This design comes from an exercise in tuning for small area, a short achievable clock period and few clock cycles per item on the open sky130 flow, not from production work.
At most, simulation tests tie the RTL to the original design; equivalence was not proved.
Power is estimated from default activity; no workload was simulated.

==> module filter_config, before the edit <==
module filter_config (
    input  logic        clk,         
    input  logic        rst_n,       
    input  logic        cfg_we,      
    input  logic [3:0]  cfg_waddr,   
    input  logic [31:0] cfg_wdata,   
    input  logic [3:0]  cfg_raddr,   
    output logic [31:0] cfg_rdata,   
    output logic [47:0] local_mac,       
    output logic [15:0] ethertype,       
    output logic [7:0]  ip_protocol,     
    output logic [31:0] ip_base,         
    output logic [31:0] ip_mask,         
    output logic [15:0] udp_dst_port     
);
    logic [31:0] mac_lo;     
    logic [15:0] mac_hi;     
    always_ff @(posedge clk or negedge rst_n) begin
        if (!rst_n) begin
            mac_lo         <= 32'hDEADBEEF;   
            mac_hi         <= 16'hCAFE;       
            ethertype      <= 16'h0800;       
            ip_protocol    <= 8'h11;          
            ip_base        <= 32'h0A000100;   
            ip_mask        <= 32'hFFFFFFFC;   
            udp_dst_port   <= 16'd25565;      
        end else if (cfg_we) begin
            case (cfg_waddr)
                4'h0: mac_lo         <= cfg_wdata;            
                4'h1: mac_hi         <= cfg_wdata[15:0];      
                4'h2: ethertype      <= cfg_wdata[15:0];      
                4'h3: ip_protocol    <= cfg_wdata[7:0];       
                4'h4: ip_base        <= cfg_wdata;            
                4'h5: ip_mask        <= cfg_wdata;            
                4'h6: udp_dst_port   <= cfg_wdata[15:0];      
                default: ;                                    
            endcase
        end
    end
    logic [15:0] lo, hi;
    always_comb begin
        case (cfg_raddr)
            4'h0: lo = mac_lo[15:0];
            4'h1: lo = mac_hi;
            4'h2: lo = ethertype;
            4'h3: lo = {8'h0, ip_protocol};
            4'h4: lo = ip_base[15:0];
            4'h5: lo = ip_mask[15:0];
            4'h6: lo = udp_dst_port;
            default: lo = 16'hBEEF;
        endcase
        case (cfg_raddr)
            4'h0: hi = mac_lo[31:16];
            4'h4: hi = ip_base[31:16];
            4'h5: hi = ip_mask[31:16];
            4'h1, 4'h2, 4'h3, 4'h6: hi = 16'h0;
            default: hi = 16'hDEAD;
        endcase
    end
    assign cfg_rdata = {hi, lo};
    assign local_mac = {mac_hi, mac_lo};
endmodule
==> flow/config.mk <==
export PLATFORM = sky130hd
export DESIGN_NAME = header_parser
export DESIGN_NICKNAME = header_parser
export VERILOG_FILES = /design/flow/design.v
export SDC_FILE = /design/flow/constraint.sdc
export NUM_CORES = 4
export LEC_CHECK = 0
export CAP_MARGIN = 20
export CORE_MARGIN = 2
export CORE_UTILIZATION = 25
export PLACE_DENSITY = 0.5
export SETUP_SLACK_MARGIN = 2.0
export SLEW_MARGIN = 20
==> flow/constraint.sdc <==
create_clock -name core_clock -period 5.0 [get_ports {clk}]
set_input_delay 1.0000 -clock core_clock [delete_from_list [all_inputs] [get_ports {clk}]]
set_output_delay 1.0000 -clock core_clock [all_outputs]
set_load 0.01 [all_outputs]
standard.sh (not shown) runs the stock make flow with config.mk's settings and CLKGATE_MAP_FILE= SYNTH_SCRIPT=/design/flow/synth_recipe.tcl, a recipe that flattens the netlist after the stock synthesis.
==> flow/flow/run.sh <==
#!/bin/bash
set -euo pipefail
cp standard.sh standard_sh.txt
export BUFFER_PORTS_ARGS="-buffer_cell sky130_fd_sc_hd__buf_1"
ARGS="IO_CONSTRAINTS=$PWD/flow/io.tcl"
bash standard.sh $ARGS synth > synth.log 2>&1
R=$PWD/orfs/results/$FLOW_PLATFORM/header_parser/base
cp $R/1_2_yosys.v standard_synth.v
LIB=$FLOW_HOME/platforms/$FLOW_PLATFORM/lib/sky130_fd_sc_hd__tt_025C_1v80.lib \
IN=$PWD/standard_synth.v OUT=$PWD/remapped.v TOP=$FLOW_TOP ABC_SCRIPT=$PWD/flow/remap.abc \
  yosys -c flow/remap.tcl > remap.log 2>&1
cp remapped.v $R/1_2_yosys.v
rm -f $R/1_synth.odb $R/1_synth.sdc
bash standard.sh $ARGS > standard.log 2>&1
Other scripts of this flow, unchanged in this note and not shown: flow/flow/io.tcl, flow/flow/remap.abc, flow/flow/remap.tcl
Rerun with:
--- a/flow/design.v
+++ b/flow/design.v
@@ -46,29 +46,16 @@
                 default: ;                                    
             endcase
         end
     end
-    logic [15:0] lo, hi;
-    always_comb begin
-        case (cfg_raddr)
-            4'h0: lo = mac_lo[15:0];
-            4'h1: lo = mac_hi;
-            4'h2: lo = ethertype;
-            4'h3: lo = {8'h0, ip_protocol};
-            4'h4: lo = ip_base[15:0];
-            4'h5: lo = ip_mask[15:0];
-            4'h6: lo = udp_dst_port;
-            default: lo = 16'hBEEF;
-        endcase
-        case (cfg_raddr)
-            4'h0: hi = mac_lo[31:16];
-            4'h4: hi = ip_base[31:16];
-            4'h5: hi = ip_mask[31:16];
-            4'h1, 4'h2, 4'h3, 4'h6: hi = 16'h0;
-            default: hi = 16'hDEAD;
-        endcase
-    end
-    assign cfg_rdata = {hi, lo};
+    logic [31:0] r01, r23, r45, r67, r03, r47;
+    assign r01 = cfg_raddr[0] ? {16'h0, mac_hi} : mac_lo;
+    assign r23 = cfg_raddr[0] ? {24'h0, ip_protocol} : {16'h0, ethertype};
+    assign r45 = cfg_raddr[0] ? ip_mask : ip_base;
+    assign r67 = cfg_raddr[0] ? 32'hDEADBEEF : {16'h0, udp_dst_port};
+    assign r03 = cfg_raddr[1] ? r23 : r01;
+    assign r47 = cfg_raddr[1] ? r67 : r45;
+    assign cfg_rdata = cfg_raddr[3] ? 32'hDEADBEEF : (cfg_raddr[2] ? r47 : r03);
     assign local_mac = {mac_hi, mac_lo};
 endmodule
 module filter_core(
     input  logic         clk,
Total power is lower by about 9%.
Final cell count does not change.
Setup slack is better by 0.081 ns.
Combinational power falls by 15%.
Via count goes up by 0.78%.
Sequential share of layout area climbs by 1.2 points.
Testbench counts after the change, summed over its fixed seeds: cycles 28,240, packets 2,400.
The RTL of the first run of this note was laid out without a check of its function.

==> afterwards: timing with drivers on the ports <==
No port has a modelled driver above. Below, the same layouts with a new extraction and two added sets of constraints. Step 1 sets driving cells, clkbuf_16 on the clock port and buf_2 on the other inputs (assumed; they add their load-dependent delay and slew). Step 2 moves the port delays by t, midway between the first and last clock arrival at a register: inputs arrive t later, outputs are due t later. That takes back most of the time a late clock gives input paths. Three values: no drivers, after step 1, after step 2; two values: the first two.
run | t (ns) | slack for setup (ns) | worst hold slack (ns)
the first run | 0.504 | 1.611 / 1.534 / 1.534 | 0.434 / 0.434 / 0.434
the second run | 0.486 | 1.691 / 1.639 / 1.639 | 0.422 / 0.422 / 0.422
After both steps setup and hold are still met in every run listed. The setup slack of the first run, which loses most, moves by -0.077 ns with the drivers and by -0.077 ns with both steps.
